Context: an optimization exercise on an open-source flow, tuned for small area, a short achievable clock period and few clock cycles per item. The choices shown serve that exercise and are no tape-out recipe.
No run shown here included a check of the RTL's function; only the layout flow was run.

$ cat design/flow/run.sh
#!/bin/bash
# synth_recipe.tcl (not shown) runs the flow's synth.tcl, then flattens the netlist and writes it again
# the make line also repeats each setting of config.mk as NAME=value (left out here)
make -C /OpenROAD-flow-scripts/flow DESIGN_CONFIG=/design/flow/config.mk WORK_HOME=/design/flow/orfs CLKGATE_MAP_FILE= SYNTH_SCRIPT=/design/flow/synth_recipe.tcl finish
$ cat design/flow/config.mk
export PLATFORM = sky130hd
export DESIGN_NAME = loop_compact
export DESIGN_NICKNAME = loop_compact
export VERILOG_FILES = /design/flow/design.v
export SDC_FILE = /design/flow/constraint.sdc
export NUM_CORES = 4
export LEC_CHECK = 0
export ABC_AREA = 1
export CAP_MARGIN = 20
export CORE_MARGIN = 2
export CORE_UTILIZATION = 30
export SETUP_SLACK_MARGIN = 5
export SLEW_MARGIN = 20
$ cat design/flow/constraint.sdc
create_clock -name core_clock -period 16.0 [get_ports {clk}]
set_input_delay 3.2000 -clock core_clock [delete_from_list [all_inputs] [get_ports {clk}]]
set_output_delay 3.2000 -clock core_clock [all_outputs]
set_load 0.01 [all_outputs]
$ cat design/flow/design.v
module loop_compact(
    input           clk,
    input           rst_n,
    input           input_valid_i,
    input [63:0]    input_block_index_i,
    input [63:0]    din,
    output          input_ready_o,
    output          output_valid_o,
    output [255:0]  dout
    );
    localparam [255:0] SM3_IV    = 256'h7380166f4914b2b9172442d7da8a0600a96f30bc163138aae38dee4db0fb0e4e;
    localparam [31:0]  SM3_T0    = 32'h79cc4519;
    localparam [31:0]  SM3_T1_16 = 32'h9d8a7a87;    
    function [31:0] rotl;
        input [31:0] x;
        input integer n;
        begin
            rotl = (x << n) | (x >> (32 - n));
        end
    endfunction
    function [31:0] p0;
        input [31:0] x;
        begin
            p0 = x ^ rotl(x, 9) ^ rotl(x, 17);
        end
    endfunction
    function [31:0] p1;
        input [31:0] x;
        begin
            p1 = x ^ rotl(x, 15) ^ rotl(x, 23);
        end
    endfunction
    function [31:0] cry;
        input [31:0] x;
        input [31:0] y;
        reg   [31:0] g, p, gn, pn;
        integer d, k;
        begin
            g = x & y;
            p = x ^ y;
            for (d = 1; d < 32; d = d * 2) begin
                gn = g;
                pn = p;
                for (k = 0; k < 32; k = k + 1) begin
                    if ((k / d) % 2 == 1) begin
                        gn[k] = g[k] | (p[k] & g[(k/d)*d-1]);
                        pn[k] = p[k] & p[(k/d)*d-1];
                    end
                end
                g = gn;
                p = pn;
            end
            cry = {g[30:0], 1'b0};
        end
    endfunction
    function [31:0] late_s;
        input [31:0] x;
        input [31:0] y;
        input [31:0] zp;
        input [31:0] zc;
        begin
            late_s = (x ^ y ^ zp) ^ zc;
        end
    endfunction
    function [31:0] late_c;
        input [31:0] x;
        input [31:0] y;
        input [31:0] zp;
        input [31:0] zc;
        reg   [31:0] a, o, k0, k1, m;
        begin
            a  = x & y;
            o  = x | y;
            k0 = a | (o & zp);     
            k1 = a | (o & ~zp);    
            m  = (zc & k1) | (~zc & k0);
            late_c = {m[30:0], 1'b0};
        end
    endfunction
    function [31:0] csa_s;
        input [31:0] x;
        input [31:0] y;
        input [31:0] z;
        begin
            csa_s = x ^ y ^ z;
        end
    endfunction
    function [31:0] csa_c;
        input [31:0] x;
        input [31:0] y;
        input [31:0] z;
        begin
            csa_c = {(x[30:0] & y[30:0]) | (x[30:0] & z[30:0]) | (y[30:0] & z[30:0]), 1'b0};
        end
    endfunction
    reg        run;       
    reg  [5:0] cnt;       
    reg        fin;       
    reg        ovalid;
    reg        idx0;      
    reg        ffsel;     
    wire accept = input_valid_i & input_ready_o;
    wire last   = (cnt == 6'd33);
    assign input_ready_o  = ~run | last;
    assign output_valid_o = ovalid;
    always @(posedge clk or negedge rst_n) begin
        if (~rst_n) begin
            run    <= 1'b0;
            cnt    <= 6'd0;
            fin    <= 1'b0;
            ovalid <= 1'b0;
        end else begin
            fin    <= run & last;
            ovalid <= fin;
            if (accept) begin
                run <= 1'b1;
                cnt <= 6'd0;
            end else begin
                if (last) run <= 1'b0;
                cnt <= cnt + 6'd1;
            end
        end
    end
    reg  [31:0] w [0:15];
    wire [31:0] w16 = p1(w[0] ^ w[7] ^ rotl(w[13], 15)) ^ rotl(w[3], 7) ^ w[10];
    wire [31:0] w17 = p1(w[1] ^ w[8] ^ rotl(w[14], 15)) ^ rotl(w[4], 7) ^ w[11];
    wire        use_exp = run & (cnt >= 6'd7) & (cnt <= 6'd32);
    wire [31:0] in_hi = use_exp ? w16 : din[63:32];
    wire [31:0] in_lo = use_exp ? w17 : din[31:0];
    integer i;
    always @(posedge clk) begin
        for (i = 0; i < 14; i = i + 1) w[i] <= w[i+2];
        w[14] <= in_hi;
        w[15] <= in_lo;
    end
    reg  [31:0] A, B, C, D, E, F, G, H;
    reg  [31:0] V0, V1, V2, V3, V4, V5, V6, V7;
    reg  [31:0] T;        
    wire init = (cnt == 6'd1);    
    wire [255:0] start = idx0 ? SM3_IV : {V0, V1, V2, V3, V4, V5, V6, V7};
    wire [31:0] a12  = rotl(A, 12);
    wire [31:0] sxa  = csa_s(E, T, a12), sya = csa_c(E, T, a12);
    wire [31:0] spa  = rotl(sxa ^ sya, 7);         
    wire [31:0] sca  = rotl(cry(sxa, sya), 7);
    wire [31:0] ffa  = ffsel ? (A ^ B ^ C) : ((A & B) | (A & C) | (B & C));
    wire [31:0] gga  = ffsel ? (E ^ F ^ G) : ((E & F) | (~E & G));
    wire [31:0] u1a  = csa_s(ffa, D, w[10] ^ w[14]), v1a = csa_c(ffa, D, w[10] ^ w[14]);
    wire [31:0] u2a  = csa_s(gga, H, w[10]),         v2a = csa_c(gga, H, w[10]);
    wire [31:0] x1a  = late_s(u1a, v1a, spa ^ a12, sca), y1a = late_c(u1a, v1a, spa ^ a12, sca);
    wire [31:0] x2a  = late_s(u2a, v2a, spa, sca),       y2a = late_c(u2a, v2a, spa, sca);
    wire [31:0] p1a  = x1a ^ y1a, c1a = cry(x1a, y1a);    
    wire [31:0] p2a  = x2a ^ y2a, c2a = cry(x2a, y2a);    
    wire [31:0] e1p  = p0(p2a), e1c = p0(c2a);           
    wire [31:0] A1 = p1a ^ c1a, B1 = A, C1 = rotl(B, 9), D1 = C;
    wire [31:0] E1 = e1p ^ e1c, F1 = E, G1 = rotl(F, 19), H1 = G;
    wire [31:0] b12  = rotl(A1, 12);
    wire [31:0] tb   = rotl(T, 1);
    wire [31:0] sxb  = (tb ^ b12 ^ e1p) ^ e1c;
    wire [31:0] myb  = (E1 & (tb | b12)) | (~E1 & (tb & b12));
    wire [31:0] syb  = {myb[30:0], 1'b0};
    wire [31:0] spb  = rotl(sxb ^ syb, 7);
    wire [31:0] scb  = rotl(cry(sxb, syb), 7);
    wire [31:0] ffb  = ffsel ? (A1 ^ B1 ^ C1) : ((A1 & B1) | (A1 & C1) | (B1 & C1));
    wire [31:0] ggb  = ffsel ? (E1 ^ F1 ^ G1) : ((E1 & F1) | (~E1 & G1));
    wire [31:0] u1b  = csa_s(D1, w[11] ^ w[15], ffb), v1b = csa_c(D1, w[11] ^ w[15], ffb);
    wire [31:0] u2b  = csa_s(H1, w[11], ggb),         v2b = csa_c(H1, w[11], ggb);
    wire [31:0] x1b  = late_s(u1b, v1b, spb ^ b12, scb), y1b = late_c(u1b, v1b, spb ^ b12, scb);
    wire [31:0] x2b  = late_s(u2b, v2b, spb, scb),       y2b = late_c(u2b, v2b, spb, scb);
    wire [31:0] p1b  = x1b ^ y1b, c1b = cry(x1b, y1b);
    wire [31:0] p2b  = x2b ^ y2b, c2b = cry(x2b, y2b);
    always @(posedge clk) begin
        if (accept) idx0 <= (input_block_index_i == 64'd0);
        if (init) begin
            {A, B, C, D, E, F, G, H} <= start;
            T     <= SM3_T0;
            ffsel <= 1'b1;
        end else begin
            A <= p1b ^ c1b;
            B <= A1;
            C <= rotl(B1, 9);
            D <= C1;
            E <= p0(p2b) ^ p0(c2b);
            F <= E1;
            G <= rotl(F1, 19);
            H <= G1;
            if (cnt == 6'd9) begin
                T     <= SM3_T1_16;
                ffsel <= 1'b0;
            end else begin
                T     <= rotl(T, 2);
            end
        end
        if (fin)
            {V0, V1, V2, V3, V4, V5, V6, V7} <= {V0 ^ A, V1 ^ B, V2 ^ C, V3 ^ D, V4 ^ E, V5 ^ F, V6 ^ G, V7 ^ H};
        else if (init & run & idx0)
            {V0, V1, V2, V3, V4, V5, V6, V7} <= SM3_IV;
    end
    assign dout = {V0, V1, V2, V3, V4, V5, V6, V7};
endmodule
==> results of run 1 <==
[worst paths after layout]
check,slack [ps],start,depth (start not counted),to
hold reg to reg,310,w[6][2]$_DFF_P_,0,w[4][2]$_DFF_P_
setup / recovery,5220,ffsel$_SDFFE_PP1P_,44,E[4]$_DFF_P_
setup reg to reg,5220,ffsel$_SDFFE_PP1P_,44,E[4]$_DFF_P_
min in group asynchronous,2770,rst_n,1,ovalid$_DFF_PN0_
hold / removal,310,w[6][2]$_DFF_P_,0,w[4][2]$_DFF_P_
max in group asynchronous,12910,rst_n,1,cnt[4]$_DFF_PN0_
[critical path, delay by kind of cell, from the launching register on]
kind | cells | cell delay (ps)
compound gates | 13 | 3130
xor+xnor | 3 | 1380
fa+ha+maj | 5 | 2380
buf+inv | 10 | 1520
flops | 1 | 400
simple gates | 13 | 1790
[through the flow]
| step | cell area, µm² | utilization [%] | hold WS [ps] | instances |
|---|---|---|---|---|
| floorplan | 62340 | - | 309.6 | 6337 |
| global placement | 69730 | 33.71 | 309.7 | 9349 |
| detailed placement | 69750 | 33.72 | 312.1 | 9349 |
| CTS | 75660 | 36.58 | 322.0 | 9654 |
| global route | 76680 | 37.07 | 326.3 | 9698 |
| finish | 76710 | 37.08 | 311.6 | 9708 |
[layout by cell type, fill, tap and decap left out, types with 20 or more instances in the layout]
cell type and instances:
nand3_1 79, fa_1 452, inv_1 847, xor2_1 674, xor2_2 32, or2_2 24
ha_1 215, a22oi_1 23, nand2_2 36, nor2_1 321, dfxtp_4 27, a21oi_1 298
o21ai_1 29, a21oi_4 25, mux2_2 23, clkbuf_16 120, edfxtp_1 257, buf_4 196
ha_4 20, nand2_1 699, clkbuf_1 30, dfxtp_2 25, dfxtp_1 749, o21ai_0 466
xnor2_1 431, mux2i_1 98, a21oi_2 24, clkdlybuf4s50_1 388
[area by class of cell]
class / count / area [µm²] / share of cell area (%)
Sequential cell: 1067 / 24110 / 31.43
Clock buffer: 164 / 3308 / 4.313
Inverter: 872 / 3314 / 4.321
Clock inverter: 52 / 716.9 / 0.9346
Tap cell: 2704 / 3383 / 4.411
Multi-Input combinational cell: 4231 / 36130 / 47.11
Antenna cell: 10 / 25.02 / 0.03262
Timing Repair Buffer: 608 / 5715 / 7.451
[logic make-up (layout without fill, tap and decap cells)]
logic type	after synthesis	count (layout)	share of synthesized area, %
AND/OR/NAND/NOR	1261	1261	8.281
XOR/XNOR	1171	1171	16.50
flip-flops	1067	1067	38.46
buffers and inverters	1039	1696	6.318
AO/OA/AOI/OAI	964	964	8.650
adder cells (fa/ha/maj)	709	709	19.72
multiplexers	126	126	2.071
other	0	10	0
[repair_timing]
item | in CTS | in global routing
hold endpoints to repair | 0 | 0
resized for setup | 271 | 155
setup endpoints to repair | 64 | 58
pin swaps | 60 | 73
setup buffers | 89 | 43
[metal layers]
layer	GRT usage, %	vias to the layer above
met5	0	-
met3	6.335	562
met1	39.88	24743
met2	46.89	2461
met4	16.44	12
li1	-	21010
==> results.yml, run 1 <==
sta:
  report.final.slew_viol_count: 0
  period_share_pct: 67.40
  fmax_mhz: 92.73
  fin_worst_skew_ps: 86.14
  fin_setup_tns_ps: 0
  timing.final.crit_period_ps: 10780
  rsz0062_at_grt: "yes"
  setup_viol: 0
  relSlewSlack_pct: 19.17
  hold_viol_final: 0
  worst_slew_pin_slew_ps: 1209
  worst_slack_ps: 5216
routing:
  dr_wl_met3_um: 27760
  wire_per_inst_um: 33.81
  dr.max_layer_used: "met5"
  num_vias: 48788
  wl_met1_um: 134500
  final_antenna_net_count: 0
  vias_per_cell: 5.026
  first_pass_iters: 6
  drtIter0Drc: 6090
  drc: 0
  wl_met2_um: 145300
  drt_wl_total_um: 328200
placement:
  hpwl_um: 274700
  io_buffer_count: 388
  routabilityCongestion: 1.066
  pre_cts_slack_ps: 1605
clock_network:
  clkSlewWorstSetupHoldPaths_ps: 70
  htree_levels: 3
  hold_buffers: 0
  cts-root-buf: "clkbuf_16"
  tritoncts: "built"
  clk-insertion-delay-late_ps: 840
  cts_buffer_depth: 3
  cts_buffers: 117
  numClockSinks: 1067
global_route:
  grt_max_degree: 131
  grt_pass1_wl_um: 427400
  grt_antenna_before_repair: 20
  grt_pass1_vias: 47284
  grt_usage_pct: 30.43
  grt-ovfl-total: 0
logic_synthesis:
  syn_avg_cell_area_um2: 9.838
  synthesis.nets: 7177
  synthTopCellsByArea: "dfxtp_1, fa_1, edfxtp_1, xor2_1, xnor2_1"
  synth-edff-count: 257
  synth_top_cell_by_area: "dfxtp_1"
  ys_seq_area_share_pct: 38.46
  ys_ff_latch: 1067
  synthDistinctLibCells: 64
  synth_common_cells: "inv_1, dfxtp_1, nand2_1"
  synthFlopType: "dfxtp_1"
  synth_top_cell_area_share_pct: 25.72
  yosys_warnings: 2
  syn_area_um2: 62340
  async_reset_ff_share_pct: 0.8435
  synth_most_common_cell: "inv_1"
  synthCells: 6337
worst_setup_path:
  worstSetupStartpointType: "flop"
  end_kind: "flop"
  slowest_stage: "xnor2_2"
  critPathMaxFanout: 21
  critPathMaxStageDelay_ps: 760
  cp_common_cell: "nand2_1"
  arrival_ps: 11470
  path_class: "flop to flop"
  worst_ep_required_time_ps: 16690
run_status:
  status: "complete, no violations"
cells_and_area:
  n_fill_cell: 20897
  nNetsFinal: 7737
  largest_reg_flops: 512
  area_growth_pct: 23.04
  largest-register: "w"
  drive_gt1_share_pct: 11.52
die:
  rows: 167
  fp.coreArea_um2: 206900
  initial_core_util_pct: 30.14
  die_area_um2: 211500
  die_h_um: 459.9
  die_w_um: 459.9
  io_pins: 389
hold_path:
  hold_class: "flop to flop"
run:
  cap_violations: 0
==> inputs of run 2 (changes only) <==
==> design/flow/flow/run.sh (new file) <==
#!/bin/bash
set -euo pipefail
bash standard.sh "BUFFER_PORTS_ARGS=-buffer_cell sky130_fd_sc_hd__buf_1" SETUP_SLACK_MARGIN=7 finish > standard_flow.log 2>&1
==> design/flow/standard.sh (new file) <==
#!/bin/bash
# synth_recipe.tcl (not shown) runs the flow's synth.tcl, then flattens the netlist and writes it again
# the make line also repeats each setting of config.mk as NAME=value (left out here)
make -C /OpenROAD-flow-scripts/flow DESIGN_CONFIG=/design/flow/config.mk WORK_HOME=/design/flow/orfs CLKGATE_MAP_FILE= SYNTH_SCRIPT=/design/flow/synth_recipe.tcl "${@:-finish}"
--- a/design/flow/config.mk
+++ b/design/flow/config.mk
@@ -10,4 +10,3 @@
 export CORE_MARGIN = 2
 export CORE_UTILIZATION = 30
-export SETUP_SLACK_MARGIN = 5
 export SLEW_MARGIN = 20
removed: design/flow/run.sh
==> run 2 against run 1 <==
  * Synthesized cell count is the same
  * Highest routed layer unchanged
  * Register-to-register slack gained 150 ps
  * Utilization grew 0.30 points
  * Critical endpoint is now E[3]$_DFF_P_
  * Largest cell class unchanged
==> results.yml, run 2 <==
routing:
  vias_per_cell: 5.012
  drtIter0Drc: 6031
  drt_wl_total_um: 327400
  drc: 0
  wire_per_inst_um: 33.32
  first_pass_iters: 6
  num_vias: 49252
  final_antenna_net_count: 0
worst_setup_path:
  worstSetupStartpointType: "flop"
  path_class: "flop to flop"
  critPathMaxStageDelay_ps: 800
  arrival_ps: 11350
  end_kind: "flop"
  worst_ep_required_time_ps: 16720
  critPathMaxFanout: 7
  cp_common_cell: "nand2_4"
  slowest_stage: "xnor2_1"
  reg2reg_depth: 44
  crit_cells: 44
  crit_buf_inv: 10
  cp_top_family: "adder cells"
logic_synthesis:
  synthesis.nets: 7177
  synth_most_common_cell: "inv_1"
  synthFlopType: "dfxtp_1"
  synthTopCellsByArea: "dfxtp_1, fa_1, edfxtp_1, xor2_1, xnor2_1"
  yosys_warnings: 2
  syn_avg_cell_area_um2: 9.838
  syn_area_um2: 62340
  ys_seq_area_share_pct: 38.46
  synth-edff-count: 257
  synthCells: 6337
  ys_ff_latch: 1067
  async_reset_ff_share_pct: 0.8435
  synth_common_cells: "inv_1, dfxtp_1, nand2_1"
  synthDistinctLibCells: 64
  synth_top_cell_area_share_pct: 25.72
  synth_top_cell_by_area: "dfxtp_1"
sta:
  hold_ws_ps: 322.1
  hold_viol_final: 0
  worst_slew_pin_slew_ps: 1307
  period_share_pct: 66.46
  rsz0062_at_grt: "yes"
  fin_worst_skew_ps: 75.14
  setup_viol: 0
  relSlewSlack_pct: 12.56
  report.final.slew_viol_count: 0
  fmax_mhz: 94.04
  fin_setup_tns_ps: 0
  timing.final.crit_period_ps: 10630
die:
  io_pins: 389
  rows: 167
  initial_core_util_pct: 30.14
  die_w_um: 459.9
  die_area_um2: 211500
  fp.coreArea_um2: 206900
  die_h_um: 459.9
placement:
  hpwl_um: 272700
  io_buffer_count: 388
  routabilityCongestion: 1.093
cells_and_area:
  final_common_cell: "inv_1"
  area_growth_pct: 24.03
  mostFrequentLayoutCells: "inv_1, dfxtp_1, nand2_1, xor2_1, o21ai_0"
  largest-register: "w"
  drive_gt1_share_pct: 16.43
  nNetsFinal: 7849
  largest_reg_flops: 512
  utilization_pct: 37.38
global_route:
  grt_pass1_vias: 47763
  grt_pass1_wl_um: 428100
  grt_usage_pct: 30.40
  grt_antenna_before_repair: 24
  grt-ovfl-total: 0
  grt_max_degree: 83
run:
  cap_violations: 0
clock_network:
  cts-root-buf: "clkbuf_16"
  htree_levels: 3
  hold_buffers: 0
  clkSlewWorstSetupHoldPaths_ps: 60
  cts_buffer_depth: 3
  numClockSinks: 1067
  tritoncts: "built"
  clk-insertion-delay-late_ps: 840
  cts_buffers: 115
run_status:
  status: "complete, no violations"
hold_path:
  whs_path_depth: 0
  hold_class: "flop to flop"
## run 2: cell count changes in the layout (fill, tap and decap cells not counted), sizes merged
cell and delta:
clkdlybuf4s50 -388, bufinv +9, diode +1, clkbuf -16, buf +502, inv +6, clkinv +8, clkinvlp -4
## run 2: worst register-to-register path: cells and delay by family (launching register included)
family	cells	cell delay [ps]
adders and majority gates	6	2880
AOI/OAI and AO/OA	9	1440
DFF	1	470
xor gates and xnor gates	7	2560
and+or+nand+nor	12	1770
buffers and inverters	10	1450
## run 2: timing repair
item                                    CTS  global route
endpoints found under the hold margin     0             0
setup buffers                           193            61
gates resized for setup                 514           234
endpoints found under the setup margin   64            63
pin swaps                               157           174
## run 2: metal layers
layer	global-route usage (%)	wire length (µm)	vias up
li1	-	-	21237
met1	39.94	134000	24880
met2	45.63	141200	2528
met3	6.889	29300	595
met4	17.92	22830	12
met5	0	80	-
## run 2: metrics by stage
stage	cells	cell area, µm²	setup slack (ps)
after floorplan	6337	62710	5565
after global placement	9342	67580	2009
after detailed placement	9342	67590	2049
after CTS	9754	75780	5624
after global routing	9816	77300	5144
final	9826	77320	5366
## run 2: cells by family (layout without fill, tap and decap cells)
logic type,Yosys count,in the layout,synth area share (%)
buffers and inverters,1039,1813,6.318
AOI/OAI and AO/OA,964,964,8.650
xor gates and xnor gates,1171,1171,16.50
and+or+nand+nor,1261,1261,8.281
muxes,126,126,2.071
DFF,1067,1067,38.46
other,0,11,0
adders and majority gates,709,709,19.72
## run 2: final timing paths
| check | from | slack (ps) | endpoint |
|---|---|---|---|
| setup / recovery | E[12]$_DFF_P_ | 5370 | E[3]$_DFF_P_ |
| hold / removal | w[9][0]$_DFF_P_ | 320 | w[7][0]$_DFF_P_ |
| setup reg to reg | E[12]$_DFF_P_ | 5370 | E[3]$_DFF_P_ |
| hold reg to reg | w[9][0]$_DFF_P_ | 320 | w[7][0]$_DFF_P_ |
| max in group asynchronous | rst_n | 13300 | cnt[5]$_DFF_PN0_ |
| min in group asynchronous | rst_n | 2360 | run$_DFFE_PN0P_ |
## run 2: area by class of cell
type | count | area [µm²]
antenna | 11 | 27.53
clock buffer | 148 | 3204
clock inverter | 71 | 1027
fill | 20710 | 129500
inverter | 872 | 3324
multi-input combinational | 4231 | 37920
sequential | 1067 | 24130
tap | 2704 | 3383
timing repair buffer | 722 | 4307
==> inputs of run 3 (changes only) <==
--- a/design/flow/design.v
+++ b/design/flow/design.v
@@ -52,28 +52,4 @@
             end
             cry = {g[30:0], 1'b0};
-        end
-    endfunction
-    function [31:0] late_s;
-        input [31:0] x;
-        input [31:0] y;
-        input [31:0] zp;
-        input [31:0] zc;
-        begin
-            late_s = (x ^ y ^ zp) ^ zc;
-        end
-    endfunction
-    function [31:0] late_c;
-        input [31:0] x;
-        input [31:0] y;
-        input [31:0] zp;
-        input [31:0] zc;
-        reg   [31:0] a, o, k0, k1, m;
-        begin
-            a  = x & y;
-            o  = x | y;
-            k0 = a | (o & zp);     
-            k1 = a | (o & ~zp);    
-            m  = (zc & k1) | (~zc & k0);
-            late_c = {m[30:0], 1'b0};
         end
     endfunction
@@ -141,31 +117,33 @@
     wire [31:0] a12  = rotl(A, 12);
     wire [31:0] sxa  = csa_s(E, T, a12), sya = csa_c(E, T, a12);
-    wire [31:0] spa  = rotl(sxa ^ sya, 7);         
+    wire [31:0] spa  = rotl(sxa ^ sya, 7);          
     wire [31:0] sca  = rotl(cry(sxa, sya), 7);
+    wire [31:0] ss1a = spa ^ sca;
+    wire [31:0] ss2a = (spa ^ a12) ^ sca;
     wire [31:0] ffa  = ffsel ? (A ^ B ^ C) : ((A & B) | (A & C) | (B & C));
     wire [31:0] gga  = ffsel ? (E ^ F ^ G) : ((E & F) | (~E & G));
     wire [31:0] u1a  = csa_s(ffa, D, w[10] ^ w[14]), v1a = csa_c(ffa, D, w[10] ^ w[14]);
     wire [31:0] u2a  = csa_s(gga, H, w[10]),         v2a = csa_c(gga, H, w[10]);
-    wire [31:0] x1a  = late_s(u1a, v1a, spa ^ a12, sca), y1a = late_c(u1a, v1a, spa ^ a12, sca);
-    wire [31:0] x2a  = late_s(u2a, v2a, spa, sca),       y2a = late_c(u2a, v2a, spa, sca);
-    wire [31:0] p1a  = x1a ^ y1a, c1a = cry(x1a, y1a);    
-    wire [31:0] p2a  = x2a ^ y2a, c2a = cry(x2a, y2a);    
-    wire [31:0] e1p  = p0(p2a), e1c = p0(c2a);           
-    wire [31:0] A1 = p1a ^ c1a, B1 = A, C1 = rotl(B, 9), D1 = C;
-    wire [31:0] E1 = e1p ^ e1c, F1 = E, G1 = rotl(F, 19), H1 = G;
+    wire [31:0] x1a  = csa_s(u1a, v1a, ss2a), y1a = csa_c(u1a, v1a, ss2a);
+    wire [31:0] x2a  = csa_s(u2a, v2a, ss1a), y2a = csa_c(u2a, v2a, ss1a);
+    wire [31:0] p2a  = x2a ^ y2a, c2a = cry(x2a, y2a);     
+    wire [31:0] e1p  = p0(p2a);                          
+    wire [31:0] A1 = x1a ^ y1a ^ cry(x1a, y1a), B1 = A, C1 = rotl(B, 9), D1 = C;
+    wire [31:0] E1 = e1p ^ p0(c2a), F1 = E, G1 = rotl(F, 19), H1 = G;
     wire [31:0] b12  = rotl(A1, 12);
     wire [31:0] tb   = rotl(T, 1);
-    wire [31:0] sxb  = (tb ^ b12 ^ e1p) ^ e1c;
+    wire [31:0] sxb  = (tb ^ b12) ^ E1;
     wire [31:0] myb  = (E1 & (tb | b12)) | (~E1 & (tb & b12));
     wire [31:0] syb  = {myb[30:0], 1'b0};
     wire [31:0] spb  = rotl(sxb ^ syb, 7);
     wire [31:0] scb  = rotl(cry(sxb, syb), 7);
+    wire [31:0] ss1b = spb ^ scb;
+    wire [31:0] ss2b = (spb ^ b12) ^ scb;
     wire [31:0] ffb  = ffsel ? (A1 ^ B1 ^ C1) : ((A1 & B1) | (A1 & C1) | (B1 & C1));
     wire [31:0] ggb  = ffsel ? (E1 ^ F1 ^ G1) : ((E1 & F1) | (~E1 & G1));
     wire [31:0] u1b  = csa_s(D1, w[11] ^ w[15], ffb), v1b = csa_c(D1, w[11] ^ w[15], ffb);
     wire [31:0] u2b  = csa_s(H1, w[11], ggb),         v2b = csa_c(H1, w[11], ggb);
-    wire [31:0] x1b  = late_s(u1b, v1b, spb ^ b12, scb), y1b = late_c(u1b, v1b, spb ^ b12, scb);
-    wire [31:0] x2b  = late_s(u2b, v2b, spb, scb),       y2b = late_c(u2b, v2b, spb, scb);
-    wire [31:0] p1b  = x1b ^ y1b, c1b = cry(x1b, y1b);
+    wire [31:0] x1b  = csa_s(u1b, v1b, ss2b), y1b = csa_c(u1b, v1b, ss2b);
+    wire [31:0] x2b  = csa_s(u2b, v2b, ss1b), y2b = csa_c(u2b, v2b, ss1b);
     wire [31:0] p2b  = x2b ^ y2b, c2b = cry(x2b, y2b);
     always @(posedge clk) begin
@@ -176,5 +154,5 @@
             ffsel <= 1'b1;
         end else begin
-            A <= p1b ^ c1b;
+            A <= x1b ^ y1b ^ cry(x1b, y1b);
             B <= A1;
             C <= rotl(B1, 9);
==> design/flow/flow/run.sh (replaced) <==
#!/bin/bash
# Layout: the standard flow (standard.sh, with its synthesis unchanged and
# the settings of config.mk), with two changes to how the layout is made:
#  - the port buffers are buf_1 cells instead of the delay buffers that
#    buffer_ports picks by default (every port still gets its own buffer);
#  - clock tree synthesis clusters up to 20 sinks within 100 um per leaf
#    buffer and inserts no dummy loads.
# The make output goes to standard_flow.log; ORFS keeps each step's full log
# under orfs/logs/.
set -euo pipefail
bash standard.sh \
  "BUFFER_PORTS_ARGS=-buffer_cell sky130_fd_sc_hd__buf_1" \
  "CTS_ARGS=-sink_clustering_enable -repair_clock_nets -sink_clustering_size 20 -sink_clustering_max_diameter 100 -dont_use_dummy_load" \
  finish > standard_flow.log 2>&1
--- a/design/flow/config.mk
+++ b/design/flow/config.mk
@@ -10,3 +10,4 @@
 export CORE_MARGIN = 2
 export CORE_UTILIZATION = 30
+export SETUP_SLACK_MARGIN = 5
 export SLEW_MARGIN = 20
==> run 3 against run 2 <==
  * Still clean on timing, DRC and antenna
  * Count of clock-buffer cells in the layout shrank 77
  * Clock skew rose by 73 ps
  * Synthesized area decreased by 6.2%
  * Via count fell by 8.8%
  * Worst hold slack got worse by 48 ps
  * Critical path depth rose by 11
  * Critical endpoint is now E[16]$_DFF_P_
==> results.yml, run 3 <==
run_status:
  status: "complete, no violations"
placement:
  placed_cell_area_um2: 63130
  io_buffer_count: 388
  hpwl_um: 225900
  dp.cells: 8909
  routabilityCongestion: 1.020
sta:
  rsz0062_at_grt: "yes"
  fin_worst_skew_ps: 147.8
  setup_viol: 0
  report.final.slew_viol_count: 0
  timing.final.crit_period_ps: 11130
  hold_viol_final: 0
  fmax_mhz: 89.87
  relSlewSlack_pct: 18.44
  period_share_pct: 69.54
  worst_slew_pin_slew_ps: 1219
  fin_setup_tns_ps: 0
logic_synthesis:
  syn_area_um2: 58490
  synthFlopType: "dfxtp_1"
  ys_seq_area_share_pct: 41.00
  synthCells: 6083
  synth_top_cell_area_share_pct: 27.42
  synth_common_cells: "inv_1, dfxtp_1, nand2_1"
  synthTopCellsByArea: "dfxtp_1, edfxtp_1, fa_1, xor2_1, inv_1"
  synth_top_cell_by_area: "dfxtp_1"
  yosys_warnings: 2
  synth_most_common_cell: "inv_1"
  syn_avg_cell_area_um2: 9.615
  ys_ff_latch: 1067
  synthesis.nets: 6812
  async_reset_ff_share_pct: 0.8435
  synthDistinctLibCells: 63
  synth-edff-count: 257
global_route:
  grt_antenna_before_repair: 13
  grt-ovfl-total: 0
  grt_max_degree: 130
  grt_pass1_wl_um: 365400
  grt_pass1_vias: 43733
  grt_usage_pct: 26.98
clock_network:
  cts_buffer_depth: 3
  numClockSinks: 1067
  clk-insertion-delay-late_ps: 750
  clkSlewWorstSetupHoldPaths_ps: 90
  cts_buffers: 71
  cts-root-buf: "clkbuf_16"
  htree_levels: 3
  tritoncts: "built"
routing:
  dr.max_layer_used: "met5"
  drt_wl_total_um: 274400
  wl_met2_um: 123800
  dr_wl_met3_um: 22750
  wire_per_inst_um: 29.92
  first_pass_iters: 6
  final_antenna_net_count: 0
  wl_met1_um: 110500
  drc: 0
  num_vias: 44907
  vias_per_cell: 4.897
  drtIter0Drc: 4735
worst_setup_path:
  path_class: "flop to flop"
  worst_ep_required_time_ps: 16520
  critPathMaxStageDelay_ps: 620
  end_kind: "flop"
  worstSetupStartpointType: "flop"
  critPathMaxFanout: 7
  slowest_stage: "fa_2"
  arrival_ps: 11650
  cp_common_cell: "nand2_1"
cells_and_area:
  final_common_cell: "inv_1"
  utilization_pct: 35.76
  nNetsFinal: 7357
  drive_gt1_share_pct: 12.66
  final_cells: 9171
  largest-register: "w"
  design_area_um2: 69510
  area_growth_pct: 18.84
  largest_reg_flops: 512
  mostFrequentLayoutCells: "inv_1, dfxtp_1, nand2_1, xor2_1, o21ai_0"
die:
  io_pins: 389
  initial_core_util_pct: 30.09
  rows: 162
  fp.coreArea_um2: 194400
  die_w_um: 445.5
  die_area_um2: 198500
  die_h_um: 445.5
hold_path:
  hold_class: "flop to flop"
run:
  cap_violations: 0
[run 3: area by class of cell]
| type | count | area [µm²] |
|---|---|---|
| timing repair buffer | 638 | 3620 |
| multi-input combinational | 3908 | 33310 |
| sequential | 1067 | 24040 |
| clock buffer | 71 | 1777 |
| fill | 19580 | 124900 |
| inverter | 942 | 3570 |
| tap | 2542 | 3181 |
| antenna | 3 | 7.507 |
[run 3: path summary, 6_finish.rpt]
check | startpoint | to | slack (ps) | cells after the start
hold reg to reg | w[2][24]$_DFF_P_ | w[0][24]$_DFF_P_ | 270 | 0
max in group asynchronous | rst_n | cnt[5]$_DFF_PN0_ | 13260 | 1
setup reg to reg | E[4]$_DFF_P_ | E[16]$_DFF_P_ | 4870 | 55
setup / recovery | E[4]$_DFF_P_ | E[16]$_DFF_P_ | 4870 | 55
hold / removal | w[2][24]$_DFF_P_ | w[0][24]$_DFF_P_ | 270 | 0
min in group asynchronous | rst_n | cnt[2]$_DFF_PN0_ | 2410 | 1
[run 3: worst max-delay path: cells and delay by family, from the launching register on]
kind            cells  cell delay, ps
compound gates      9            2040
xor+xnor            6            1570
fa+ha+maj           8            3370
buf+inv            11            1200
flops               1             360
simple gates       21            2290
[run 3: logic make-up after synthesis]
family,count (synthesis),synth area share (%)
and+or+nand+nor,1237,8.647
buffers and inverters,1110,7.179
xor gates and xnor gates,1092,16.39
DFF,1067,41.00
AOI/OAI and AO/OA,948,8.908
adders and majority gates,598,17.35
muxes,31,0.5305
[run 3: timing repair]
| action | 4_1_cts | 5_1_grt |
|---|---|---|
| gates resized for setup | 414 | 210 |
| hold buffers | 0 | 0 |
| buffers inserted | 127 | 59 |
| gates cloned | 2 | 0 |
| endpoints found under the setup margin | 63 | 60 |
| pin swaps | 139 | 165 |
[run 3: metrics by stage]
step	setup WS [ps]	hold slack, ps
2_1_floorplan	5117	309.6
6_report	4873	273.8
5_1_grt	4430	286.0
3_5_place_dp	1433	312.1
3_3_place_gp	1460	309.7
4_1_cts	4750	276.1
[run 3: per-layer routing]
| layer | track usage (%) | vias up |
|---|---|---|
| met4 | 14.15 | 8 |
| met5 | 0 | - |
| met1 | 34.27 | 22403 |
| met3 | 6.240 | 486 |
| met2 | 42.61 | 1977 |
| li1 | - | 20033 |

==> what the ideal ports hide <==
How much do the figures lean on ideal ports? The routed layouts below were timed once more, with nothing changed but the port constraints.
Step 1 sets driving cells, clkbuf_16 on the clock port and buf_2 on the other inputs (assumed; they add their load-dependent delay and slew).
Step 2 adds t to the input delays and takes it off the output delays; t is the mean of the earliest and latest rising clock arrival at the registers after step 1. Input paths then give back, and output paths get back, about the clock's delay inside the block.
a / b / c = ideal ports / drivers / drivers and shift; a / b = the first two.
run	t, ns	setup WS [ns]	worst setup path after step 2	latest minus earliest clock arrival (ns)
run 1	0.887	5.216 / 5.216 / 5.216	register to register	0.086 / 0.086
run 2	0.895	5.366 / 5.366 / 5.366	register to register	0.075 / 0.075
run 3	0.769	4.873 / 4.873 / 4.873	register to register	0.149 / 0.148
After both steps setup and hold are still met in every run listed.
